Context: an optimization exercise on an open-source flow, tuned for a short achievable clock period and few clock cycles. The choices shown serve that exercise and are no tape-out recipe.
The RTL was checked by simulation tests, not by an equivalence proof against the original design.
Power is estimated from default activity; no workload was simulated.

==> design.v <==
module ARM (
  input clk, rst,
  output [31:0] imem_addr,
  input [31:0] imem_rdata,
  output [31:0] dmem_addr, dmem_wdata,
  output dmem_we, dmem_re,
  input [31:0] dmem_rdata
);
  function cond_ok(input [3:0] cond, input n, input z, input c, input v);
    case (cond)
      4'b0000: cond_ok = z;
      4'b0001: cond_ok = !z;
      4'b0010: cond_ok = c;
      4'b0011: cond_ok = !c;
      4'b0100: cond_ok = n;
      4'b0101: cond_ok = !n;
      4'b0110: cond_ok = v;
      4'b0111: cond_ok = !v;
      4'b1000: cond_ok = c & !z;
      4'b1001: cond_ok = !c & z;
      4'b1010: cond_ok = (n == v);
      4'b1011: cond_ok = (n != v);
      4'b1100: cond_ok = !z & (n == v);
      4'b1101: cond_ok = z | (n != v);
      4'b1110: cond_ok = 1'b1;
      default: cond_ok = 1'b0;
    endcase
  endfunction
  reg [29:0] pc;                  
  reg [31:0] ir, ir_hold;
  reg        use_hold;
  reg [29:0] id_pc4;              
  reg        id_valid;
  reg        fN, fZ, fC, fV;
  reg        ex_wb, ex_S, ex_ld, ex_st;
  reg [3:0]  ex_cond, ex_rd;
  reg [31:0] ex_a, ex_m, ex_imm, ex_mask;
  reg [4:0]  ex_rot;
  reg [3:0]  sa, sm;              
  reg        ex_arith, ex_sub, ex_c1, ex_cuse, ex_cinv;
  reg        ex_and, ex_orr, ex_eor, ex_mov, ex_mvn;
  reg [31:0] mem_res, mem_wdata;
  reg [3:0]  mem_rd;
  reg        mem_wb, mem_we, mem_re;
  reg [31:0] wb_ld, wb_alu;
  reg        wb_isld, wb_wb;
  reg [3:0]  wb_rd;
  reg [31:0] rf [0:14];
  wire cp = cond_ok(ex_cond, fN, fZ, fC, fV);
  wire [31:0] A = ({32{sa[0]}} & mem_res) | ({32{sa[1]}} & wb_ld) |
                  ({32{sa[2]}} & wb_alu)  | ({32{sa[3]}} & ex_a);
  wire [31:0] M = ({32{sm[0]}} & mem_res) | ({32{sm[1]}} & wb_ld) |
                  ({32{sm[2]}} & wb_alu)  | ({32{sm[3]}} & ex_m);
  wire [63:0] rot2 = {M, M} >> ex_rot;
  wire [31:0] B = (rot2[31:0] & ex_mask) | ex_imm;
  wire [31:0] Bx = B ^ {32{ex_sub}};
  wire cin = ex_c1 | (ex_cuse & (fC ^ ex_cinv));
  wire [32:0] sum = {1'b0, A} + {1'b0, Bx} + {32'd0, cin};
  wire [31:0] lres = ({32{ex_and}} & (A & B)) | ({32{ex_orr}} & (A | B)) |
                     ({32{ex_eor}} & (A ^ B)) | ({32{ex_mov}} & B) |
                     ({32{ex_mvn}} & ~B);
  wire [31:0] res = ex_arith ? sum[31:0] : lres;
  wire [31:0] pp = A ^ Bx;
  wire [31:0] kk = {A[30:0] | Bx[30:0], cin};
  wire z_arith = &(~(pp ^ kk));
  wire z_logic = ~|lres;
  wire nN = res[31];
  wire nZ = ex_arith ? z_arith : z_logic;
  wire nC = ex_arith & (sum[32] ^ ex_sub);
  wire nV = ex_arith & ((A[31] & Bx[31] & !sum[31]) | (!A[31] & !Bx[31] & sum[31]));
  wire setf = ex_S & cp;
  wire fN_n = setf ? nN : fN;
  wire fZ_n = setf ? nZ : fZ;
  wire fC_n = setf ? nC : fC;
  wire fV_n = setf ? nV : fV;
  wire [31:0] di = use_hold ? ir_hold : ir;
  wire [1:0] mode = di[27:26];
  wire [3:0] opc = di[24:21];
  wire       is_br = (mode == 2'b10);
  wire       is_mem = (mode == 2'b01);
  wire       d_ld = is_mem & di[20];
  wire       d_st = is_mem & !di[20];
  wire       d_S = (mode == 2'b00) & di[20];
  wire       d_wb = !(opc == 4'b1010) & !(opc == 4'b1000) & !is_br & !d_st;
  wire       d_useimm = is_mem | di[25];
  wire [3:0] rn = di[19:16];
  wire [3:0] rd = di[15:12];
  wire [3:0] s2 = d_st ? rd : di[3:0];
  wire       use_rn = !((mode != 2'b01) & ((opc == 4'b1101) | (opc == 4'b1111)));
  wire       use_s2 = d_st | !d_useimm;
  wire br_taken = id_valid & is_br & cond_ok(di[31:28], fN_n, fZ_n, fC_n, fV_n);
  wire [29:0] br_target = id_pc4 + {{6{di[23]}}, di[23:0]};
  wire ex_w = ex_wb & cp;
  wire stall = id_valid & !is_br & ex_ld & cp &
               ((use_rn & (ex_rd == rn)) | (use_s2 & (ex_rd == s2)));
  wire [63:0] irot = {24'd0, di[7:0], 24'd0, di[7:0]} >> {di[11:8], 1'b0};
  wire [31:0] d_imm = is_mem ? {{20{di[11]}}, di[11:0]} :
                      di[25] ? irot[31:0] : 32'd0;
  wire [4:0] shamt = di[11:7];
  wire [1:0] shtyp = di[6:5];
  wire [4:0] d_rot = (shtyp == 2'b00) ? (5'd0 - shamt) : shamt;
  wire [31:0] d_mask = d_useimm ? 32'd0 :
                       (shtyp == 2'b00) ? (32'hffffffff << shamt) :
                       (shtyp == 2'b11) ? 32'hffffffff :
                       (32'hffffffff >> shamt);
  wire o_mov = (opc == 4'b1101), o_mvn = (opc == 4'b1111);
  wire o_add = (opc == 4'b0100), o_adc = (opc == 4'b0101);
  wire o_sub = (opc == 4'b0010) | (opc == 4'b1010), o_sbc = (opc == 4'b0110);
  wire o_and = (opc == 4'b0000) | (opc == 4'b1000), o_orr = (opc == 4'b1100);
  wire o_eor = (opc == 4'b0001);
  wire [31:0] wb_val = wb_isld ? wb_ld : wb_alu;
  wire [31:0] rf_rn = (rn == 4'd15) ? 32'd0 : rf[rn];
  wire [31:0] rf_s2 = (s2 == 4'd15) ? 32'd0 : rf[s2];
  wire [31:0] rn_val = (wb_wb & (wb_rd == rn)) ? wb_val : rf_rn;
  wire [31:0] s2_val = (wb_wb & (wb_rd == s2)) ? wb_val : rf_s2;
  wire hE_a = ex_w & (ex_rd == rn);
  wire hM_a = mem_wb & (mem_rd == rn);
  wire hE_m = ex_w & (ex_rd == s2);
  wire hM_m = mem_wb & (mem_rd == s2);
  wire go = id_valid & !is_br & !stall;
  always @(posedge clk or posedge rst) begin
    if (rst) begin
      pc <= 30'd0;
      id_valid <= 1'b0;
      use_hold <= 1'b0;
      {fN, fZ, fC, fV} <= 4'b0;
      {ex_wb, ex_S, ex_ld, ex_st} <= 4'b0;
      {mem_wb, mem_we, mem_re} <= 3'b0;
      wb_wb <= 1'b0;
    end else begin
      use_hold <= stall;
      if (stall) begin
        pc <= pc;
      end else if (br_taken) begin
        pc <= br_target;
        id_valid <= 1'b0;
      end else begin
        pc <= pc + 30'd1;
        id_valid <= 1'b1;
      end
      {fN, fZ, fC, fV} <= {fN_n, fZ_n, fC_n, fV_n};
      ex_wb <= go & d_wb;
      ex_S  <= go & d_S;
      ex_ld <= go & d_ld;
      ex_st <= go & d_st;
      mem_wb <= ex_w;
      mem_we <= ex_st & cp;
      mem_re <= ex_ld & cp;
      wb_wb <= mem_wb;
    end
  end
  always @(posedge clk) begin
    ir <= imem_rdata;
    if (stall) ir_hold <= di;
    if (!stall) id_pc4 <= pc + 30'd1;
    ex_cond <= di[31:28];
    ex_rd <= rd;
    ex_a <= rn_val;
    ex_m <= s2_val;
    ex_imm <= d_imm;
    ex_mask <= d_mask;
    ex_rot <= d_rot;
    sa <= {!hE_a & !hM_a, !hE_a & hM_a & !mem_re, !hE_a & hM_a & mem_re, hE_a};
    sm <= {!hE_m & !hM_m, !hE_m & hM_m & !mem_re, !hE_m & hM_m & mem_re, hE_m};
    ex_arith <= o_add | o_adc | o_sub | o_sbc;
    ex_sub <= o_sub | o_sbc;
    ex_c1 <= o_sub;
    ex_cuse <= o_adc | o_sbc;
    ex_cinv <= o_sbc;
    ex_and <= o_and;
    ex_orr <= o_orr;
    ex_eor <= o_eor;
    ex_mov <= o_mov;
    ex_mvn <= o_mvn;
    mem_res <= res;
    mem_wdata <= M;
    mem_rd <= ex_rd;
    wb_ld <= dmem_rdata;
    wb_alu <= mem_res;
    wb_isld <= mem_re;
    wb_rd <= mem_rd;
    if (wb_wb && wb_rd != 4'd15) rf[wb_rd] <= wb_val;
  end
  assign imem_addr = {pc, 2'b00};
  assign dmem_addr = mem_res;
  assign dmem_wdata = mem_wdata;
  assign dmem_we = mem_we;
  assign dmem_re = mem_re;
endmodule
==> run.sh <==
#!/bin/bash
# synth_recipe.tcl (not shown) runs the flow's synth.tcl, then flattens the netlist and writes it again
# the make line also repeats each setting of config.mk as NAME=value (left out here)
make -C /OpenROAD-flow-scripts/flow DESIGN_CONFIG=/design/flow/config.mk WORK_HOME=/design/flow/orfs CLKGATE_MAP_FILE= SYNTH_SCRIPT=/design/flow/synth_recipe.tcl finish
==> config.mk <==
export PLATFORM = sky130hd
export DESIGN_NAME = ARM
export DESIGN_NICKNAME = ARM
export VERILOG_FILES = /design/flow/design.v
export SDC_FILE = /design/flow/constraint.sdc
export NUM_CORES = 4
export LEC_CHECK = 0
export CAP_MARGIN = 20
export CORE_MARGIN = 2
export CORE_UTILIZATION = 40
export SLEW_MARGIN = 20
==> constraint.sdc <==
create_clock -name core_clock -period 33.0 [get_ports {clk}]
set_input_delay 6.6000 -clock core_clock [delete_from_list [all_inputs] [get_ports {clk}]]
set_output_delay 6.6000 -clock core_clock [all_outputs]
set_load 0.01 [all_outputs]
==> results of run 1 <==
[through the flow]
step           cells  total power, mW   util  worst slack, ns
2_1_floorplan   4108             2.07      -            25.37
3_3_place_gp    5639             2.45  0.432            24.34
3_5_place_dp    5639             2.45  0.432            24.26
4_1_cts         5829             3.68  0.463            24.20
5_1_grt         5829             3.82  0.463            23.78
6_report        5829             3.68  0.463            24.19
[area by class of cell]
class	count	area, um2	area share
Sequential cell	914	23900	0.438
Clock buffer	142	2940	0.0538
Timing Repair Buffer	247	2280	0.0417
Clock inverter	48	722	0.0132
Inverter	243	922	0.0169
Tap cell	1536	1920	0.0352
Multi-Input combinational cell	2699	21900	0.401
[synthesized netlist by cell type (114+ instances only)]
library cell	count	share of area
mux2i_1	114	0.024
ha_1	162	0.043
nor2_1	222	0.017
clkbuf_1	168	0.013
nand2_1	439	0.035
a21oi_1	341	0.036
mux4_2	253	0.12
dfxtp_1	328	0.14
edfxtp_1	542	0.34
a22oi_1	136	0.021
inv_1	202	0.016
o21ai_0	151	0.016
[metal layers]
metal,wire (um),global-route usage,share of wire,up-vias
li1,-,-,-,15600
met5,0,0,0,-
met2,73300,0.404,0.46,1830
met4,6380,0.0989,0.040,0
met3,14800,0.0456,0.092,287
met1,66400,0.359,0.41,17969
[critical path, delay by kind of cell (launching register included)]
family	cells	cell delay (ns)
DFF	1	0.30
adders and majority gates	1	0.39
and+or+nand+nor	5	1.32
muxes	4	1.69
AOI/OAI and AO/OA	9	2.94
xor gates and xnor gates	1	0.25
buffers and inverters	4	1.66
[worst paths after layout]
path / to / from / slack [ns] / depth (start not counted)
setup / recovery: pc[24]$_DFFE_PP0N_ / ex_rot[2]$_DFF_P_ / 24.19 / 24
hold / removal: wb_rd[3]$_DFF_P_ / mem_rd[3]$_DFF_P_ / 0.37 / 0
setup reg to reg: pc[24]$_DFFE_PP0N_ / ex_rot[2]$_DFF_P_ / 24.19 / 24
hold reg to reg: wb_rd[3]$_DFF_P_ / mem_rd[3]$_DFF_P_ / 0.37 / 0
max in group asynchronous: use_hold$_DFF_PP0_ / rst / 26.08 / 3
min in group asynchronous: pc[24]$_DFFE_PP0N_ / rst / 6.41 / 3
[where the power goes]
group          switching (mW)  internal (mW)
Clock                   0.496          0.730
Combinational           0.579          0.386
Sequential              0.116           1.37
[cell families after synthesis]
group,synth area share
compound gates,0.141
simple gates,0.0911
flops,0.502
buf+inv,0.0420
mux,0.149
xor+xnor,0.0312
fa+ha+maj,0.0440
other cells,0.0000787
==> impl_metrics.yaml, run 1 <==
sta:
  hold_slack_ns: 0.367
  period_share: 0.267
  finalSetupViolations: 0
  drv_slew: 0
  relSlewSlack: 0.246
  worst_pin_slew_ns: 1.12
  period_needed_ns: 8.81
  max_freq_mhz: 114
  hold_violations: 0
  finClkSkew_ns: 0.0534
  rsz0062_at_grt: "false"
  fin_setup_tns_ns: 0
placed_design:
  port_buffers: 161
  place_area_um2: 51000
  gp_congestion: 0.960
  dpl.hpwl_um: 107000
clocking:
  clock-sinks: 914
  root_buffer: "clkbuf_16"
  clk-insertion-delay-late_ns: 0.72
  hold_buffers: 0
  cts_tree: "built"
  cts_max_level: 3
  numCtsBuffers: 100
  cts_buffer_depth: 3
  cts_resized: 0
  path_clk_slew_ns: 0.07
  post_cts.repair.setup_buffers: 0
die:
  start_util: 0.404
  die_h_um: 349
  die_area_um2: 122000
  boundaryPins: 164
  core_um2: 118000
  die_x_um: 349
  fp-row-count: 126
routing:
  antenna_left: 0
  drt_iter0_markers: 4351
  route.detailed.drc: 0
  vias: 35686
  drt-pass1-iter-count: 6
  routed_wl_um: 161000
  vias_per_cell: 6.12
  drt-wirelength-per-cell_um: 27.6
global_routing:
  grt_first_pass_wirelength_um: 234000
  grt_antenna_before_repair: 1
  grt_max_degree: 98
  overflow: 0
  track_usage: 0.259
  grt_pass1_vias: 33875
synth:
  synthesis.area_um2: 47700
  synth_edf_count: 542
  seq_area_frac_synth: 0.502
  syn_avg_cell_area_um2: 11.6
  netlist_instances: 4107
  ys_dominant_reg_cell: "edfxtp_1"
  async_reset_ff_frac: 0.0481
  ys_seq_elements: 914
  yosysWarnings: 1
  synth_cell_types: 108
critical_path:
  crit_arrival_ns: 9.37
  required_ns: 33.56
  cp_max_fo: 55
  crit_path_max_incr_delay_ns: 0.99
  crit_type: "reg2reg"
  crit_chain: "buf_4 > inv_2 > buf_4 > mux4_2 > mux4_2 > a221oi_2 > xnor2_1 > ha_1 > a211oi_1 > nor2_1 > o211ai_1 > nand3_1 > or4b_1 > a21o_1 > and3_1 > o41ai_1 > mux2i_4 > and2_1 > o2111ai_1 > o2111ai_4 > o31ai_4 > buf_4 > mux2_1 > o22a_1"
  crit_top_cell: "buf_4"
  critPathSlowestCell: "o41ai_1"
  setup.worst_path.start_class: "register"
  cp-end-kind: "register"
finish:
  fillers: 10523
  mostFrequentLayoutCells: "edfxtp_1 (542), nand2_1 (439), a21oi_1 (338), dfxtp_1 (326), mux4_2 (253)"
  final_common_cell: "edfxtp_1"
  largest_reg_flops: 480
  drive_above_1_share: 0.152
  fin_area_um2: 54700
  area_growth_pct: 14.7
  regMostFlops: "rf"
  nets: 4436
  antenna_cells: 0
pwr:
  power_leakage_nw: 20.3
  p_per_area_nw_per_um2: 67.2
  irDropWorstVdd_v: 0.0000423
status:
  outcome: "finished clean"
hold_path:
  hold_path.class: "reg2reg"
run:
  max_cap_viol_count: 0
Testbench counts, summed over its fixed seeds: cycles 40,670.
==> run 2, diff against run 1 <==
--- a/config.mk
+++ b/config.mk
@@ -6,6 +6,7 @@
 export NUM_CORES = 4
 export LEC_CHECK = 0
+export ABC_CLOCK_PERIOD_IN_PS = 3000
 export CAP_MARGIN = 20
 export CORE_MARGIN = 2
-export CORE_UTILIZATION = 40
+export CORE_UTILIZATION = 50
 export SLEW_MARGIN = 20
==> run 2 against run 1 <==
- core utilization grew 11 points
- synthesized cell count is the same
- first-iteration DRC count grew 5.6%
- worst hold slack improved by 0.032 ns
- die area shrank 20%
- critical path type unchanged
- synthesized area unchanged
- final area is 1.2% lower
- power is 2.6% lower
- critical endpoint is now pc[11]$_DFFE_PP0N_
- final cell count decreased by 4.7%
- routed wire length fell by 2.0%
- clock-buffer cell count shrank 9
==> impl_metrics.yaml, run 2 <==
global_routing:
  grt_antenna_before_repair: 1
  grt_pass1_vias: 33596
  track_usage: 0.316
  grt_first_pass_wirelength_um: 229000
  overflow: 0
  grt_max_degree: 127
clocking:
  cts_resized: 0
  cts_buffer_depth: 3
  clock-sinks: 914
  path_clk_slew_ns: 0.06
  root_buffer: "clkbuf_16"
  cts_tree: "built"
  cts_max_level: 3
  hold_buffers: 0
  post_cts.repair.setup_buffers: 0
  clk-insertion-delay-late_ns: 0.70
  numCtsBuffers: 98
routing:
  routed_wl_um: 158000
  drt-wirelength-per-cell_um: 28.4
  drt_iter0_markers: 4596
  vias: 35383
  drt-pass1-iter-count: 6
  antenna_left: 0
  vias_per_cell: 6.37
  route.detailed.drc: 0
pwr:
  irDropWorstVdd_v: 0.0000470
  power.total_mw: 3.58
  power_leakage_nw: 20.2
  p_per_area_nw_per_um2: 66.3
synth:
  synthesis.area_um2: 47700
  synth.top_cells.by_count: "edfxtp_1 (542), nand2_1 (439), a21oi_1 (341)"
  synth_compound_area_frac: 0.141
  synth.most_common_cell: "edfxtp_1"
  synth_top_cell_by_area: "edfxtp_1"
  synth_fa_ha_area_frac: 0.0440
  synth_top_family_by_area: "multiplexers"
  synth_edf_count: 542
  muxShareOfSynthArea: 0.149
  ys_dominant_reg_cell: "edfxtp_1"
  synth_simple_gate_area_frac: 0.0911
  yosys-top-cells-area: "edfxtp_1 (34%), dfxtp_1 (14%), mux4_2 (12%), ha_1 (4.3%), a21oi_1 (3.6%)"
  synth_cell_types: 108
  syn_avg_cell_area_um2: 11.6
  async_reset_ff_frac: 0.0481
  netlist_instances: 4107
  ys_seq_elements: 914
  synth_top_area_frac: 0.341
  yosysWarnings: 1
  seq_area_frac_synth: 0.502
  synth-xor-area-share: 0.0312
hold_path:
  hold_path.class: "reg2reg"
  holdPathStages: 0
sta:
  drv_slew: 0
  relSlewSlack: 0.262
  hold_slack_ns: 0.399
  finClkSkew_ns: 0.0374
  worst_pin_slew_ns: 1.10
  rsz0062_at_grt: "false"
  period_share: 0.264
  setup_slack_ns: 24.27
  period_needed_ns: 8.73
  fin_setup_tns_ns: 0
  max_freq_mhz: 115
  hold_violations: 0
  finalSetupViolations: 0
critical_path:
  required_ns: 33.57
  crit_arrival_ns: 9.29
  rr_worst_depth: 24
  crit_type: "reg2reg"
  cp_max_fo: 55
  cp-end-kind: "register"
  setup.worst_path.start_class: "register"
finish:
  final_common_cell: "edfxtp_1"
  mostFrequentLayoutCells: "edfxtp_1 (542), nand2_1 (439), a21oi_1 (338), dfxtp_1 (326), mux4_2 (253)"
  fillers: 7925
  fin_cells: 5557
  nets: 4437
  fin_area_um2: 54000
  regMostFlops: "rf"
  drive_above_1_share: 0.150
  multiInputGateArea_um2: 21900
  seq_area_um2: 23900
  final_util: 0.570
  largest_reg_flops: 480
  area_growth_pct: 13.3
placed_design:
  gp_congestion: 1.06
  dp_cells: 5371
  pre_cts_slack_ns: 24.58
  dpl.hpwl_um: 107000
  place_area_um2: 50700
  port_buffers: 161
die:
  die_x_um: 313
  start_util: 0.503
  boundaryPins: 164
  die_area_um2: 97800
  die_h_um: 313
  fp-row-count: 113
  core_um2: 94700
status:
  outcome: "finished clean"
run:
  max_cap_viol_count: 0
==> run 2: cell counts after synthesis <==
No cell type changed its count.
==> run 2: critical path, cell delays in order, from the launching register on <==
cell and delay [ns]:
dfxtp_1 0.31, buf_4 0.28, clkinv_2 0.69, mux4_2 0.78
mux4_2 0.57, a221oi_4 0.46, xnor2_1 0.17, fa_1 0.51
fa_1 0.51, a211oi_1 0.36, o21a_1 0.22, nor3_1 0.08
o21ai_0 0.26, a21oi_1 0.15, nand3b_1 0.24, nand3_1 0.26
nand4_1 0.25, and3_1 0.25, o31ai_1 0.38, nand2_1 0.09
a41o_1 0.29, o31ai_4 0.27, buf_4 0.57, mux2_1 0.38
o22a_1 0.20
==> run 2: logic make-up (layout without fill, tap and decap cells) <==
| logic type | count (synthesis) | in the layout |
|---|---|---|
| fa+ha+maj | 166 | 166 |
| compound gates | 1009 | 1009 |
| buf+inv | 495 | 678 |
| mux | 389 | 389 |
| simple gates | 963 | 963 |
| flops | 914 | 914 |
| other cells | 1 | 3 |
| xor+xnor | 170 | 170 |
==> run 2: area by class of cell <==
| class | instances | share of cell area |
|---|---|---|
| clock inverters | 52 | 0.0113 |
| multi-input cells | 2699 | 0.406 |
| flip-flops and latches | 914 | 0.443 |
| clock buffers | 133 | 0.0503 |
| inverters | 243 | 0.0171 |
| diodes | 1 | 0.0000463 |
| well taps | 1265 | 0.0293 |
| repair buffers | 250 | 0.0427 |
==> run 2: per-layer routing <==
metal  global-route usage  vias to the layer above  wire length [um]
met3               0.0505                      293             13800
li1                     -                    15615                 -
met1                0.460                    17778             67100
met5                    0                        -                 0
met2                0.481                     1697             70600
met4                0.116                        0              6090
==> run 2: power by group <==
| part | switching [mW] | internal [mW] |
|---|---|---|
| Combinational | 0.576 | 0.387 |
| Clock | 0.474 | 0.661 |
| Sequential | 0.115 | 1.37 |
==> run 2: final timing paths <==
path / start / to / slack, ns
hold reg to reg: ex_rd[3]$_DFF_P_ / mem_rd[3]$_DFF_P_ / 0.40
min in group asynchronous: rst / pc[15]$_DFFE_PP0N_ / 6.41
setup / recovery: ex_rot[2]$_DFF_P_ / pc[11]$_DFFE_PP0N_ / 24.27
setup reg to reg: ex_rot[2]$_DFF_P_ / pc[11]$_DFFE_PP0N_ / 24.27
hold / removal: ex_rd[3]$_DFF_P_ / mem_rd[3]$_DFF_P_ / 0.40
max in group asynchronous: rst / use_hold$_DFF_PP0_ / 26.07
==> run 3, diff against run 2 <==
==> flow/run.sh (new file) <==
#!/bin/bash
# Standard ORFS layout, with the timing repair steps told to aim for a large
# setup slack (the clock period and constraints stay the design's).
set -euo pipefail
MARGIN=$(cat flow/margin.txt)
bash standard.sh SETUP_SLACK_MARGIN=$MARGIN finish > flow_make.log 2>&1
==> flow/margin.txt (new file) <==
26
==> standard.sh (new file) <==
#!/bin/bash
# synth_recipe.tcl (not shown) runs the flow's synth.tcl, then flattens the netlist and writes it again
# the make line also repeats each setting of config.mk as NAME=value (left out here)
make -C /OpenROAD-flow-scripts/flow DESIGN_CONFIG=/design/flow/config.mk WORK_HOME=/design/flow/orfs CLKGATE_MAP_FILE= SYNTH_SCRIPT=/design/flow/synth_recipe.tcl "${@:-finish}"
removed: run.sh
==> run 3 against run 2 <==
- sequential power about the same
- critical endpoint is now imem_addr[28]
- synthesized cell count unchanged
- critical path depth down 23
- critical path type is now reg2out
- combinational power up 17%
- via count up 2.7%
- clock power about the same
==> impl_metrics.yaml, run 3 <==
status:
  outcome: "finished clean"
global_routing:
  grt_max_degree: 124
  grt_antenna_before_repair: 1
  track_usage: 0.331
  overflow: 0
  grt_first_pass_wirelength_um: 239000
  grt_pass1_vias: 35188
sta:
  relSlewSlack: 0.265
  finalSetupViolations: 0
  setup_slack_ns: 25.13
  fin_setup_tns_ns: 0
  worst_pin_slew_ns: 1.10
  max_freq_mhz: 127
  finClkSkew_ns: 0.0530
  hold_slack_ns: 0.384
  hold_violations: 0
  period_needed_ns: 7.87
  period_share: 0.239
  rsz0062_at_grt: "true"
  drv_slew: 0
finish:
  area_growth_pct: 19.2
  final_util: 0.600
  largest_reg_flops: 480
  mostFrequentLayoutCells: "edfxtp_1 (542), nand2_1 (439), a21oi_1 (331), dfxtp_1 (271), mux4_2 (253)"
  regMostFlops: "rf"
  drive_above_1_share: 0.248
  nets: 4609
  final_common_cell: "edfxtp_1"
  antenna_cells: 0
critical_path:
  crit_type: "reg2out"
  critPathSlowestCell: "dfrtp_2"
  r2r_setup_slack_ns: 25.57
  setup.worst_path.start_class: "register"
  startpoint: "pc[26]$_DFFE_PP0N_"
  cp-end-kind: "output pin"
  cp_max_fo: 4
  path_buf_inv: 1
  required_ns: 26.40
  crit_chain: "buf_6"
  crit_path_max_incr_delay_ns: 0.44
  crit_arrival_ns: 1.27
  crit_family: "flip-flops"
  r2r_start: "sm[2]$_DFF_P_"
pwr:
  p_int_mw: 2.52
  p_per_area_nw_per_um2: 65.8
  power_leakage_nw: 21.5
  p_comb_frac: 0.302
  seqPwrFrac: 0.392
  sw_frac_of_total: 0.327
  p_sw_mw: 1.22
  pwr-share-clk: 0.306
  irDropWorstVdd_v: 0.0000444
hold_path:
  min_from: "ex_rd[3]$_DFF_P_"
  hold_path.class: "reg2reg"
routing:
  antenna_left: 0
  drt-wirelength-per-cell_um: 28.7
  vias_per_cell: 6.34
  drt-pass1-iter-count: 5
  routed_wl_um: 164000
  vias: 36345
  drt_iter0_markers: 4467
  route.detailed.drc: 0
placed_design:
  gp_congestion: 1.01
  dpl.hpwl_um: 107000
  port_buffers: 161
  pre_cts_slack_ns: 24.49
die:
  boundaryPins: 164
  start_util: 0.503
  die_h_um: 313
  die_area_um2: 97800
  die_x_um: 313
  fp-row-count: 113
  core_um2: 94700
synth:
  netlist_instances: 4107
  synth_cell_types: 108
  muxShareOfSynthArea: 0.149
  synth_top_cell_by_area: "edfxtp_1"
  seq_area_frac_synth: 0.502
  ys_seq_elements: 914
  synth.top_cells.by_count: "edfxtp_1 (542), nand2_1 (439), a21oi_1 (341)"
  synthesis.area_um2: 47700
  synth_compound_area_frac: 0.141
  synth-xor-area-share: 0.0312
  synth_simple_gate_area_frac: 0.0911
  yosys-top-cells-area: "edfxtp_1 (34%), dfxtp_1 (14%), mux4_2 (12%), ha_1 (4.3%), a21oi_1 (3.6%)"
  yosysWarnings: 1
  synth_top_family_by_area: "multiplexers"
  synth_edf_count: 542
  syn_avg_cell_area_um2: 11.6
  ys_dominant_reg_cell: "edfxtp_1"
  synth.most_common_cell: "edfxtp_1"
  synth_top_area_frac: 0.341
  synth_fa_ha_area_frac: 0.0440
  async_reset_ff_frac: 0.0481
clocking:
  cts_max_level: 3
  cts_buffer_depth: 3
  path_clk_slew_ns: 0.06
  root_buffer: "clkbuf_16"
  clock-sinks: 914
  cts_tree: "built"
  hold_buffers: 0
  clk-insertion-delay-late_ns: 0.71
  numCtsBuffers: 98
run:
  max_cap_viol_count: 0
-- run 3: path summary, 6_finish.rpt --
kind                                 endpoint  depth (start not counted)
max                             imem_addr[28]                          1
min                         mem_rd[3]$_DFF_P_                          0
max reg2reg                pc[28]$_DFFE_PP0N_                         29
min reg2reg                 mem_rd[3]$_DFF_P_                          0
max in group asynchronous  use_hold$_DFF_PP0_                          3
min in group asynchronous  pc[21]$_DFFE_PP0N_                          3
-- run 3: cell type report --
| class | instances | area, um2 |
|---|---|---|
| inverters | 243 | 958 |
| multi-input cells | 2700 | 22700 |
| flip-flops and latches | 914 | 24100 |
| repair buffers | 421 | 4090 |
| clock inverters | 56 | 657 |
| well taps | 1265 | 1580 |
| clock buffers | 130 | 2720 |
| fillers | 7713 | 37900 |
-- run 3: power by group through the flow --
stage	Sequential (mW)	Clock (mW)	Combinational (mW)
global route	1.47	1.20	1.20
CTS	1.46	1.16	1.08
global placement	1.50	0	0.943
floorplan	1.47	0	0.603
detailed placement	1.50	0	0.942
finish	1.47	1.14	1.13
-- run 3: logic make-up (layout without fill, tap and decap cells) --
group | count (synthesis) | after routing
AO/OA/AOI/OAI | 1009 | 1009
buffers and inverters | 495 | 850
adder cells (fa/ha/maj) | 166 | 166
AND/OR/NAND/NOR | 963 | 964
multiplexers | 389 | 389
XOR/XNOR | 170 | 170
flip-flops | 914 | 914
other | 1 | 2
-- run 3: through the flow --
step           total power [mW]  cell area, um2  std cells
2_1_floorplan              2.07           47700       4108
3_3_place_gp               2.45           50700       5367
3_5_place_dp               2.44           50700       5367
4_1_cts                    3.70           56300       5711
5_1_grt                    3.88           56800       5729
6_report                   3.74           56800       5729
-- run 3: timing repair --
action                                  in CTS  in global routing
pin swaps                                   60                 41
buffers inserted                           147                 18
resized for setup                          739                 82
gates cloned                                11                  0
hold endpoints to repair                     0                  0
endpoints found under the setup margin     128                128
-- run 3: layer usage --
layer / part of all wire / wire [um] / global-route usage / up-vias
met3: 0.087 / 14200 / 0.0492 / 293
met5: 0 / 0 / 0 / -
met4: 0.038 / 6260 / 0.120 / 0
met2: 0.46 / 75000 / 0.512 / 1812
met1: 0.42 / 68900 / 0.477 / 18271
li1: - / - / - / 15969
==> run 4, diff against run 3 <==
--- a/design.v
+++ b/design.v
@@ -30,6 +30,8 @@
   reg [31:0] ir, ir_hold;
   reg        use_hold;
-  reg [29:0] id_pc4;              
+  reg [29:0] id_pc, id_pc4;       
   reg        id_valid;
+  reg        btb_v;
+  reg [29:0] btb_tag, btb_tgt;
   reg        fN, fZ, fC, fV;
   reg        ex_wb, ex_S, ex_ld, ex_st;
@@ -91,4 +93,11 @@
   wire br_taken = id_valid & is_br & cond_ok(di[31:28], fN_n, fZ_n, fC_n, fV_n);
   wire [29:0] br_target = id_pc4 + {{6{di[23]}}, di[23:0]};
+  wire        pred = btb_v & (pc == btb_tag);
+  wire [29:0] pc_seq = pred ? btb_tgt : pc + 30'd1;
+  wire        eq_t = (pc == br_target);
+  wire        eq_n = (pc == id_pc4);
+  wire [29:0] pc_nt = eq_n ? pc_seq : id_pc4;
+  wire [29:0] pc_t  = eq_t ? pc_seq : br_target;
+  wire        ok_nt = !id_valid | eq_n;
   wire ex_w = ex_wb & cp;
   wire stall = id_valid & !is_br & ex_ld & cp &
@@ -124,4 +133,5 @@
       id_valid <= 1'b0;
       use_hold <= 1'b0;
+      btb_v <= 1'b0;
       {fN, fZ, fC, fV} <= 4'b0;
       {ex_wb, ex_S, ex_ld, ex_st} <= 4'b0;
@@ -133,9 +143,10 @@
         pc <= pc;
       end else if (br_taken) begin
-        pc <= br_target;
-        id_valid <= 1'b0;
+        pc <= pc_t;
+        id_valid <= eq_t;
+        if (!eq_t) btb_v <= 1'b1;
       end else begin
-        pc <= pc + 30'd1;
-        id_valid <= 1'b1;
+        pc <= id_valid ? pc_nt : pc_seq;
+        id_valid <= ok_nt;
       end
       {fN, fZ, fC, fV} <= {fN_n, fZ_n, fC_n, fV_n};
@@ -153,5 +164,12 @@
     ir <= imem_rdata;
     if (stall) ir_hold <= di;
-    if (!stall) id_pc4 <= pc + 30'd1;
+    if (!stall) begin
+      id_pc <= pc;
+      id_pc4 <= pc + 30'd1;
+    end
+    if (!stall && br_taken && !eq_t) begin
+      btb_tag <= id_pc;
+      btb_tgt <= br_target;
+    end
     ex_cond <= di[31:28];
     ex_rd <= rd;
==> run 4 against run 3 <==
- still clean
- worst hold slack gained 0.0036 ns
- clock-buffer cell count grew 4
- first-iteration DRC count grew 17%
- flip-flop and latch count grew 91
- worst setup slack lost 0.087 ns
- final area grew 11%
- sequential share of layout area grew 0.13 points
- critical path depth grew 1
- die area grew 12%
- largest cell class unchanged
==> impl_metrics.yaml, run 4 <==
critical_path:
  crit_type: "reg2out"
  setup.worst_path.start_class: "register"
  cp_max_fo: 2
  crit_arrival_ns: 1.36
  r2r_setup_slack_ns: 25.79
  cp-end-kind: "output pin"
  required_ns: 26.40
die:
  fp-row-count: 120
  die_h_um: 332
  die_x_um: 332
  start_util: 0.502
  boundaryPins: 164
  core_um2: 107000
  die_area_um2: 110000
pwr:
  irDropWorstVdd_v: 0.0000673
  power_leakage_nw: 24.0
  power.total_mw: 4.48
  p_per_area_nw_per_um2: 71.1
synth:
  synth_cell_types: 106
  ys_dominant_reg_cell: "edfxtp_1"
  synth_top_cell_by_area: "edfxtp_1"
  synth.most_common_cell: "nand2_1"
  yosysWarnings: 1
  ys_seq_elements: 1005
  synthesis.area_um2: 53600
  synth_edf_count: 632
  yosys-top-cells-area: "edfxtp_1 (35%), dfxtp_1 (12%), mux4_2 (6.8%), nand2_1 (5.3%), ha_1 (3.8%)"
  async_reset_ff_frac: 0.0448
  syn_avg_cell_area_um2: 10.6
  synth_top_area_frac: 0.354
  netlist_instances: 5045
  synth.top_cells.by_count: "nand2_1 (760), edfxtp_1 (632), dfxtp_1 (328)"
  seq_area_frac_synth: 0.497
placed_design:
  gp_congestion: 0.994
  dpl.hpwl_um: 124000
  port_buffers: 161
  place_area_um2: 56600
routing:
  drt-pass1-iter-count: 6
  drt_iter0_markers: 5224
  vias_per_cell: 6.40
  antenna_left: 0
  drt-wirelength-per-cell_um: 28.6
  route.detailed.drc: 0
  vias: 42970
  routed_wl_um: 192000
clocking:
  clock-sinks: 1005
  path_clk_slew_ns: 0.07
  numCtsBuffers: 107
  cts_max_level: 3
  hold_buffers: 0
  cts_tree: "built"
  root_buffer: "clkbuf_16"
  cts_buffer_depth: 3
  clk-insertion-delay-late_ns: 0.73
run:
  max_cap_viol_count: 0
finish:
  area_growth_pct: 17.5
  final_util: 0.590
  final_common_cell: "nand2_1"
  fillers: 8925
  mostFrequentLayoutCells: "nand2_1 (758), edfxtp_1 (632), a21oi_1 (301), dfxtp_1 (268), nand3_1 (236)"
  largest_reg_flops: 480
  fin_area_um2: 63000
  drive_above_1_share: 0.202
  regMostFlops: "rf"
  nets: 5449
sta:
  max_freq_mhz: 126
  finalSetupViolations: 0
  drv_slew: 0
  period_share: 0.241
  period_needed_ns: 7.96
  rsz0062_at_grt: "true"
  worst_pin_slew_ns: 1.06
  fin_setup_tns_ns: 0
  hold_slack_ns: 0.388
  finClkSkew_ns: 0.0325
  relSlewSlack: 0.273
  hold_violations: 0
global_routing:
  grt_antenna_before_repair: 8
  grt_first_pass_wirelength_um: 280000
  grt_pass1_vias: 40684
  track_usage: 0.341
  grt_max_degree: 143
  overflow: 0
hold_path:
  hold_path.class: "reg2reg"
status:
  outcome: "finished clean"
==> run 4: cell types whose count changed in the layout (fill, tap and decap cells not counted), moves of 32 or more <==
cell      delta
xnor2_1     +67
a311oi_1    +32
o21ai_0     +62
nand2_1    +319
edfxtp_1    +90
mux2_2      +32
mux2i_1     +40
mux4_2      -91
a311o_1     +36
a22oi_1     +43
nand3_1    +183
==> run 4: metrics by stage <==
step | setup WS (ns) | std cells
finish | 25.04 | 6714
detailed placement | 24.81 | 6351
floorplan | 25.94 | 5046
global route | 25.00 | 6712
CTS | 25.01 | 6684
global placement | 24.87 | 6350
==> run 4: final timing paths <==
check	start	to	cells past startpoint
max	pc[24]$_DFFE_PP0N_	imem_addr[26]	2
min	mem_res[9]$_DFF_P_	wb_alu[9]$_DFF_P_	0
max reg2reg	sm[2]$_DFF_P_	btb_v$_DFFE_PP0P_	30
min reg2reg	mem_res[9]$_DFF_P_	wb_alu[9]$_DFF_P_	0
max in group asynchronous	rst	pc[14]$_DFFE_PP0N_	3
min in group asynchronous	rst	pc[8]$_DFFE_PP0N_	3
==> run 4: cells by family after synthesis <==
| kind of cell | Yosys count | synth area share |
|---|---|---|
| DFF | 1005 | 0.497 |
| adders and majority gates | 165 | 0.0389 |
| and+or+nand+nor | 1508 | 0.125 |
| AOI/OAI and AO/OA | 1136 | 0.140 |
| xor gates and xnor gates | 266 | 0.0437 |
| muxes | 392 | 0.113 |
| other | 1 | 0.0000699 |
| buffers and inverters | 572 | 0.0418 |
==> run 4: metal layers <==
metal,up-vias,share of wire,GRT usage,wire length [um]
met3,412,0.10,0.0776,19900
met5,-,0.00027,0,51
met1,21253,0.42,0.485,79900
li1,18974,-,-,-
met4,8,0.037,0.117,7130
met2,2323,0.44,0.516,85200
==> run 4: power breakdown <==
group	switching, mW	internal (mW)	total, mW
Sequential	0.115	1.54	1.66
Combinational	0.906	0.608	1.51
Clock	0.536	0.774	1.31
==> run 4: timing repair <==
item,in CTS,in global routing
setup endpoints to repair,189,188
setup buffers,123,24
pin swaps,30,22
gates cloned,10,4
resized for setup,723,103
endpoints found under the hold margin,0,0
==> run 4: layout make-up <==
type / count / area, um2 / share of cell area
diodes: 2 / 5.00 / 0.0000794
multi-input cells: 3469 / 25600 / 0.406
flip-flops and latches: 1005 / 26800 / 0.426
repair buffers: 413 / 4100 / 0.0650
inverters: 222 / 868 / 0.0138
well taps: 1403 / 1760 / 0.0279
clock inverters: 66 / 852 / 0.0135
clock buffers: 134 / 2990 / 0.0475
==> run 4: worst max-delay path: stages, from the launching register on <==
cell and delay, ns:
dfrtp_1 0.38, buf_6 0.14, buf_6 0.11
Testbench counts of run 4, summed over its fixed seeds: cycles 40,018.
==> run 5, diff against run 4 <==
--- a/design.v
+++ b/design.v
@@ -128,4 +128,7 @@
   wire hM_m = mem_wb & (mem_rd == s2);
   wire go = id_valid & !is_br & !stall;
+  wire [29:0] pc_next = (stall | rst) ? pc :
+                        br_taken ? pc_t :
+                        id_valid ? pc_nt : pc_seq;
   always @(posedge clk or posedge rst) begin
     if (rst) begin
@@ -136,16 +139,14 @@
       {fN, fZ, fC, fV} <= 4'b0;
       {ex_wb, ex_S, ex_ld, ex_st} <= 4'b0;
-      {mem_wb, mem_we, mem_re} <= 3'b0;
+      {mem_wb, mem_re} <= 2'b0;
       wb_wb <= 1'b0;
     end else begin
       use_hold <= stall;
+      pc <= pc_next;
       if (stall) begin
-        pc <= pc;
       end else if (br_taken) begin
-        pc <= pc_t;
         id_valid <= eq_t;
         if (!eq_t) btb_v <= 1'b1;
       end else begin
-        pc <= id_valid ? pc_nt : pc_seq;
         id_valid <= ok_nt;
       end
@@ -156,8 +157,16 @@
       ex_st <= go & d_st;
       mem_wb <= ex_w;
-      mem_we <= ex_st & cp;
       mem_re <= ex_ld & cp;
       wb_wb <= mem_wb;
     end
+  end
+  reg [29:0] o_ia;
+  reg [31:0] o_da;
+  reg        o_re;
+  always @(posedge clk) begin
+    o_ia <= pc_next;
+    o_da <= (ex_ld | ex_st) ? res : 32'd0;
+    o_re <= !rst & ex_ld & cp;
+    mem_we <= !rst & ex_st & cp;
   end
   always @(posedge clk) begin
@@ -200,8 +209,8 @@
     if (wb_wb && wb_rd != 4'd15) rf[wb_rd] <= wb_val;
   end
-  assign imem_addr = {pc, 2'b00};
-  assign dmem_addr = mem_res;
+  assign imem_addr = {o_ia, 2'b00};
+  assign dmem_addr = o_da;
   assign dmem_wdata = mem_wdata;
   assign dmem_we = mem_we;
-  assign dmem_re = mem_re;
+  assign dmem_re = o_re;
 endmodule
==> run 5 against run 4 <==
- synthesized cell count increased by 4.5%
- critical path depth fell by 1
- die area increased by 2.4%
- core utilization fell by 0.081 points
- final area up 1.8%
- worst hold slack worse by 0.019 ns
- routed wire length up 7.1%
- critical path type unchanged
==> impl_metrics.yaml, run 5 <==
routing:
  dr_wl_met3_um: 20300
  met2_length_um: 91100
  antenna_left: 0
  met1_length_um: 86000
  vias_per_cell: 6.42
  routed_wl_um: 206000
  drt_iter0_markers: 5769
  vias: 44375
  route.detailed.drc: 0
  routed.top_layer: "met5"
  drt-pass1-iter-count: 6
  drt-wirelength-per-cell_um: 29.8
synth:
  synth_cell_types: 95
  synth.most_common_cell: "nand2_1"
  netlist_instances: 5272
  ys_dominant_reg_cell: "edfxtp_1"
  syn_avg_cell_area_um2: 10.4
  ys_seq_elements: 1068
  synthesis.area_um2: 54900
  async_reset_ff_frac: 0.0412
  synth_top_area_frac: 0.345
  yosysWarnings: 1
  synth_top_cell_by_area: "edfxtp_1"
  yosys-top-cells-area: "edfxtp_1 (35%), dfxtp_1 (14%), nand2_1 (5.6%), mux4_2 (5.5%), ha_1 (3.7%)"
  synth_edf_count: 632
  seq_area_frac_synth: 0.508
  synth.top_cells.by_count: "nand2_1 (814), edfxtp_1 (632), dfxtp_1 (392)"
global_routing:
  grt_first_pass_wirelength_um: 295000
  overflow: 0
  grt_pass1_vias: 41957
  grt_antenna_before_repair: 10
  track_usage: 0.358
  grt_max_degree: 133
sta:
  rsz0062_at_grt: "true"
  hold_violations: 0
  max_freq_mhz: 128
  relSlewSlack: 0.289
  drv_slew: 0
  finalSetupViolations: 0
  period_needed_ns: 7.82
  fin_setup_tns_ns: 0
  worst_pin_slew_ns: 1.06
  period_share: 0.237
  finClkSkew_ns: 0.0249
critical_path:
  required_ns: 26.40
  crit_arrival_ns: 1.22
  critPathSlowestCell: "dfxtp_4"
  setup.worst_path.start_class: "register"
  crit_family: "flip-flops"
  r2r_setup_slack_ns: 25.70
  cp-end-kind: "output pin"
  path_buf_inv: 1
  cp-endpoint: "imem_addr[15]"
  crit_chain: "buf_6"
  crit_path_max_incr_delay_ns: 0.37
  path_depth: 1
  startpoint: "o_ia[13]$_DFF_P_"
  r2r-end: "pc[15]$_DFF_PP0_"
  rr_worst_depth: 32
  crit_type: "reg2out"
  r2r_start: "sm[2]$_DFF_P_"
  cp_max_fo: 1
clocking:
  root_buffer: "clkbuf_16"
  numCtsBuffers: 113
  cts_max_level: 3
  cts_buffer_depth: 3
  path_clk_slew_ns: 0.06
  cts_tree: "built"
  clk-insertion-delay-late_ns: 0.73
  hold_buffers: 0
  clock-sinks: 1068
die:
  boundaryPins: 164
  die_x_um: 335
  die_h_um: 335
  core_um2: 109000
  fp-row-count: 121
  start_util: 0.505
  die_area_um2: 113000
finish:
  final_common_cell: "nand2_1"
  fillers: 9126
  nets: 5634
  mostFrequentLayoutCells: "nand2_1 (811), edfxtp_1 (632), dfxtp_1 (328), a21oi_1 (304), inv_1 (238)"
  regMostFlops: "rf"
  seq_area_um2: 28000
  drive_above_1_share: 0.173
  multiInputGateArea_um2: 25900
  fin_area_um2: 64200
  area_growth_pct: 16.8
  final_util: 0.590
  largest_reg_flops: 480
  antenna_cells: 0
run:
  max_cap_viol_count: 0
placed_design:
  place_area_um2: 58000
  gp_congestion: 1.03
  port_buffers: 161
  dpl.hpwl_um: 134000
pwr:
  p_per_area_nw_per_um2: 69.0
  irDropWorstVdd_v: 0.0000543
  power.total_mw: 4.43
  power_leakage_nw: 24.9
status:
  outcome: "finished clean"
hold_path:
  hold_path.class: "reg2reg"
==> run 5: per-stage QoR <==
stage | setup WS (ns) | std cells | hold WS [ns]
floorplan | 24.78 | 5273 | 0.351
global placement | 24.11 | 6593 | 0.360
detailed placement | 24.04 | 6593 | 0.360
CTS | 25.14 | 6906 | 0.371
global route | 25.16 | 6917 | 0.376
finish | 25.18 | 6917 | 0.368
==> run 5: cell families after synthesis <==
kind of cell / after synthesis / synth area share
simple gates: 1640 / 0.134
buf+inv: 619 / 0.0436
mux: 361 / 0.0971
xor+xnor: 264 / 0.0423
compound gates: 1154 / 0.137
flops: 1068 / 0.508
other cells: 1 / 0.0000683
fa+ha+maj: 165 / 0.0380
==> run 5: power by group <==
group / switching, mW / internal, mW / leakage (nW)
Sequential: 0.155 / 1.63 / 9.75
Combinational: 0.826 / 0.523 / 13.3
Clock: 0.557 / 0.742 / 1.89
==> run 5: worst min path at each step <==
stage,start,end,slack (ns),cells after the start
finish,mem_res[1]$_DFF_P_,wb_alu[1]$_DFF_P_,0.37,0
global route,mem_res[6]$_DFF_P_,wb_alu[6]$_DFF_P_,0.38,0
CTS,mem_res[1]$_DFF_P_,wb_alu[1]$_DFF_P_,0.37,0
detailed placement,mem_res[18]$_DFF_P_,wb_alu[18]$_DFF_P_,0.36,0
global placement,mem_res[6]$_DFF_P_,wb_alu[6]$_DFF_P_,0.36,0
floorplan,mem_res[2]$_DFF_P_,wb_alu[2]$_DFF_P_,0.35,0
==> run 5: layout make-up <==
type                    count  share of cell area
well taps                1414              0.0276
repair buffers            363              0.0566
clock inverters            61             0.00866
clock buffers             154              0.0508
flip-flops and latches   1068               0.437
inverters                 262              0.0159
multi-input cells        3595               0.404
==> run 5: layer usage <==
layer / vias to the layer above / global-route usage
met5: - / 0
met4: 8 / 0.137
met3: 383 / 0.0652
met2: 2449 / 0.541
met1: 22050 / 0.513
li1: 19485 / -
==> run 5: repair_timing <==
action	in CTS	in global routing
gates resized for setup	734	75
cloned	19	2
setup buffers	79	9
endpoints found under the setup margin	267	219
pin swaps	63	29
Testbench counts of run 5, summed over its fixed seeds: cycles 40,018.
==> run 6, diff against run 5 <==
--- a/design.v
+++ b/design.v
@@ -37,6 +37,6 @@
   reg        ex_wb, ex_S, ex_ld, ex_st;
   reg [3:0]  ex_cond, ex_rd;
-  reg [31:0] ex_a, ex_m, ex_imm, ex_mask;
-  reg [4:0]  ex_rot;
+  reg [31:0] ex_a, ex_m, ex_b;
+  reg        ex_bm;               
   reg [3:0]  sa, sm;              
   reg        ex_arith, ex_sub, ex_c1, ex_cuse, ex_cinv;
@@ -54,6 +54,5 @@
   wire [31:0] M = ({32{sm[0]}} & mem_res) | ({32{sm[1]}} & wb_ld) |
                   ({32{sm[2]}} & wb_alu)  | ({32{sm[3]}} & ex_m);
-  wire [63:0] rot2 = {M, M} >> ex_rot;
-  wire [31:0] B = (rot2[31:0] & ex_mask) | ex_imm;
+  wire [31:0] B = ex_b | ({32{ex_bm}} & M);
   wire [31:0] Bx = B ^ {32{ex_sub}};
   wire cin = ex_c1 | (ex_cuse & (fC ^ ex_cinv));
@@ -101,6 +100,12 @@
   wire        ok_nt = !id_valid | eq_n;
   wire ex_w = ex_wb & cp;
-  wire stall = id_valid & !is_br & ex_ld & cp &
-               ((use_rn & (ex_rd == rn)) | (use_s2 & (ex_rd == s2)));
+  wire hE_a = ex_w & (ex_rd == rn);
+  wire hM_a = mem_wb & (mem_rd == rn);
+  wire hE_m = ex_w & (ex_rd == s2);
+  wire hM_m = mem_wb & (mem_rd == s2);
+  wire need_sh = !d_useimm & (di[11:7] != 5'd0);
+  wire stall = id_valid & !is_br &
+               ((ex_ld & cp & ((use_rn & (ex_rd == rn)) | (use_s2 & (ex_rd == s2)))) |
+                (need_sh & (hE_m | (hM_m & mem_re))));
   wire [63:0] irot = {24'd0, di[7:0], 24'd0, di[7:0]} >> {di[11:8], 1'b0};
   wire [31:0] d_imm = is_mem ? {{20{di[11]}}, di[11:0]} :
@@ -123,8 +128,7 @@
   wire [31:0] rn_val = (wb_wb & (wb_rd == rn)) ? wb_val : rf_rn;
   wire [31:0] s2_val = (wb_wb & (wb_rd == s2)) ? wb_val : rf_s2;
-  wire hE_a = ex_w & (ex_rd == rn);
-  wire hM_a = mem_wb & (mem_rd == rn);
-  wire hE_m = ex_w & (ex_rd == s2);
-  wire hM_m = mem_wb & (mem_rd == s2);
+  wire [31:0] m_id = hM_m ? mem_res : s2_val;
+  wire [63:0] rot2 = {m_id, m_id} >> d_rot;
+  wire [31:0] d_b = d_useimm ? d_imm : need_sh ? (rot2[31:0] & d_mask) : 32'd0;
   wire go = id_valid & !is_br & !stall;
   wire [29:0] pc_next = (stall | rst) ? pc :
@@ -185,7 +189,6 @@
     ex_a <= rn_val;
     ex_m <= s2_val;
-    ex_imm <= d_imm;
-    ex_mask <= d_mask;
-    ex_rot <= d_rot;
+    ex_b <= d_b;
+    ex_bm <= !d_useimm & !need_sh;
     sa <= {!hE_a & !hM_a, !hE_a & hM_a & !mem_re, !hE_a & hM_a & mem_re, hE_a};
     sm <= {!hE_m & !hM_m, !hE_m & hM_m & !mem_re, !hE_m & hM_m & mem_re, hE_m};
==> run 6 against run 5 <==
- final cell count rose by 5.9%
- core utilization fell by 2.2 points
- largest cell class unchanged
- register-to-register slack gained 0.43 ns
- worst setup slack gained 0.033 ns
- power fell by 0.72%
- worst hold slack improved by 0.012 ns
- final area fell by 1.7%
- critical path depth did not move
- non-clock buffer count shrank 56
- critical path type unchanged
- still clean on timing, DRC and antenna
- clock power fell by 6%
- critical endpoint is now imem_addr[19]
==> impl_metrics.yaml, run 6 <==
clocking:
  clock-sinks: 1032
  cts_max_level: 3
  numCtsBuffers: 109
  cts_buffer_depth: 3
  clk-insertion-delay-late_ns: 0.74
  root_buffer: "clkbuf_16"
  cts_tree: "built"
  path_clk_slew_ns: 0.07
pwr:
  p_int_mw: 2.76
  p_per_area_nw_per_um2: 69.7
  pwr-share-clk: 0.278
  p_sw_mw: 1.64
  p_comb_frac: 0.327
  power_leakage_nw: 24.3
  seqPwrFrac: 0.395
  sw_frac_of_total: 0.373
  power.total_mw: 4.40
  irDropWorstVdd_v: 0.0000632
status:
  outcome: "finished clean"
sta:
  finClkSkew_ns: 0.0420
  rsz0062_at_grt: "true"
  finalSetupViolations: 0
  period_needed_ns: 7.78
  fin_setup_tns_ns: 0
  worst_pin_slew_ns: 1.24
  period_share: 0.236
  max_freq_mhz: 128
  drv_slew: 0
  relSlewSlack: 0.174
  hold_violations: 0
critical_path:
  cp_max_fo: 1
  crit_type: "reg2out"
  crit_path_max_incr_delay_ns: 0.35
  required_ns: 26.40
  setup.worst_path.start_class: "register"
  crit_chain: "buf_6"
  cp-end-kind: "output pin"
  crit_family: "flip-flops"
  r2r_setup_slack_ns: 26.13
  critPathSlowestCell: "dfxtp_2"
  path_buf_inv: 1
  crit_arrival_ns: 1.18
finish:
  mostFrequentLayoutCells: "nand2_1 (838), edfxtp_1 (632), dfxtp_1 (303), nor2_1 (256), o21ai_0 (251)"
  final_common_cell: "nand2_1"
  area_growth_pct: 12.2
  regMostFlops: "rf"
  largest_reg_flops: 480
  final_util: 0.567
  nets: 5981
  drive_above_1_share: 0.123
  fillers: 9789
synth:
  netlist_instances: 5771
  synth.most_common_cell: "nand2_1"
  syn_avg_cell_area_um2: 9.74
  ys_seq_elements: 1032
  yosys-top-cells-area: "edfxtp_1 (34%), dfxtp_1 (13%), nand2_1 (5.7%), ha_1 (3.6%), a211oi_1 (2.6%)"
  seq_area_frac_synth: 0.484
  synth_top_cell_by_area: "edfxtp_1"
  synth.top_cells.by_count: "nand2_1 (854), edfxtp_1 (632), dfxtp_1 (356)"
  ys_dominant_reg_cell: "edfxtp_1"
  synth_top_area_frac: 0.338
  yosysWarnings: 1
  synthesis.area_um2: 56200
  async_reset_ff_frac: 0.0426
  synth_edf_count: 632
  synth_cell_types: 108
global_routing:
  track_usage: 0.369
  grt_antenna_before_repair: 8
  grt_first_pass_wirelength_um: 316000
  overflow: 0
  grt_max_degree: 165
  grt_pass1_vias: 44800
hold_path:
  hold_path.class: "reg2reg"
routing:
  antenna_left: 0
  route.detailed.drc: 0
  routed_wl_um: 221000
  drt-pass1-iter-count: 7
  vias: 48628
  drt_iter0_markers: 7126
  vias_per_cell: 6.64
  drt-wirelength-per-cell_um: 30.1
placed_design:
  dpl.hpwl_um: 145000
  gp_congestion: 0.995
  port_buffers: 161
die:
  boundaryPins: 164
  die_area_um2: 115000
  start_util: 0.506
  core_um2: 111000
  fp-row-count: 122
  die_x_um: 339
  die_h_um: 339
run:
  max_cap_viol_count: 0
run 6: cell families (layout without fill, tap and decap cells):
| family | count (synthesis) | after routing | share of synthesized area |
|---|---|---|---|
| AOI/OAI and AO/OA | 1500 | 1500 | 0.185 |
| other | 1 | 4 | 0.0000667 |
| xor gates and xnor gates | 253 | 253 | 0.0412 |
| DFF | 1032 | 1032 | 0.484 |
| and+or+nand+nor | 1962 | 1967 | 0.165 |
| adders and majority gates | 166 | 166 | 0.0374 |
| muxes | 205 | 205 | 0.0405 |
| buffers and inverters | 652 | 711 | 0.0473 |
run 6: area by class of cell:
type                       count  area [um2]  share of cell area
antenna                        2        5.00           0.0000794
clock buffer                 146        3060              0.0485
clock inverter                52         507             0.00804
inverter                     206         791              0.0125
multi-input combinational   4093       27000               0.428
sequential                  1032       27300               0.432
tap                         1488        1860              0.0295
timing repair buffer         307        2570              0.0407
run 6: final timing paths:
check	from	endpoint	cells after the start
max	o_ia[17]$_DFF_P_	imem_addr[19]	1
min	ex_rd[1]$_DFF_P_	mem_rd[1]$_DFF_P_	0
max reg2reg	use_hold$_DFF_PP0_	ex_b[23]$_DFF_P_	15
min reg2reg	ex_rd[1]$_DFF_P_	mem_rd[1]$_DFF_P_	0
max in group asynchronous	rst	pc[15]$_DFF_PP0_	3
min in group asynchronous	rst	mem_re$_DFF_PP0_	3
run 6: layer usage:
layer  share of wire  up-vias  global-route usage
met4           0.053        6               0.175
li1                -    21421                   -
met1            0.40    23667               0.512
met3            0.11      469              0.0802
met5         0.00022        -                   0
met2            0.43     3065               0.550
run 6: what timing repair did:
item                                   in CTS  in global routing
cloned                                      3                  2
setup buffers                               3                  4
gates resized for setup                   420                 86
endpoints found under the hold margin       0                  0
setup endpoints to repair                 254                257
hold buffers                                0                  0
pin swaps                                   3                  2
run 6: power by group through the flow:
stage | clock network, mW | registers [mW] | logic (mW)
floorplan | 0 | 1.67 | 0.900
global placement | 0 | 1.75 | 1.39
detailed placement | 0 | 1.75 | 1.39
CTS | 1.24 | 1.72 | 1.38
global route | 1.29 | 1.75 | 1.52
finish | 1.22 | 1.74 | 1.44
run 6: metrics by stage:
stage / setup WS, ns / hold slack, ns / instances / cell area, um2
2_1_floorplan: 25.33 / 0.360 / 5772 / 56400
3_3_place_gp: 24.62 / 0.378 / 7113 / 59400
3_5_place_dp: 24.62 / 0.381 / 7114 / 59400
4_1_cts: 25.18 / 0.387 / 7318 / 62700
5_1_grt: 25.20 / 0.406 / 7324 / 63100
6_report: 25.22 / 0.381 / 7326 / 63100
Testbench counts of run 6, summed over its fixed seeds: cycles 40,413.

static timing again, ports no longer ideal:
How much do the figures lean on ideal ports? The routed layouts below were timed once more, with nothing changed but the port constraints. Step 1 sets driving cells, clkbuf_16 on the clock port and buf_2 on the other inputs (assumed; they add their load-dependent delay and slew). Step 2, shift: input delay + t, output delay - t, t = (earliest + latest rising clock arrival at the registers) / 2. This alone moves slack from input paths to output paths. Slacks: ideal / step 1 / step 2; pairs: ideal / step 1.
run | t, ns | setup WS [ns] | worst hold slack (ns)
run 1 | 0.768 | 24.194 / 24.194 / 24.194 | 0.367 / 0.367 / 0.367
run 2 | 0.748 | 24.275 / 24.275 / 24.275 | 0.399 / 0.399 / 0.399
run 3 | 0.767 | 25.129 / 25.050 / 25.453 | 0.384 / 0.384 / 0.384
run 4 | 0.790 | 25.042 / 24.966 / 25.407 | 0.388 / 0.388 / 0.388
run 5 | 0.792 | 25.183 / 25.110 / 25.111 | 0.368 / 0.368 / 0.368
run 6 | 0.798 | 25.216 / 25.136 / 25.299 | 0.381 / 0.381 / 0.381
After both steps every run listed still meets setup and hold. The setup slack of run 5, which loses most, moves by -0.073 ns with the drivers and by -0.072 ns with both steps. The worst setup slack also covers recovery checks on asynchronous resets.
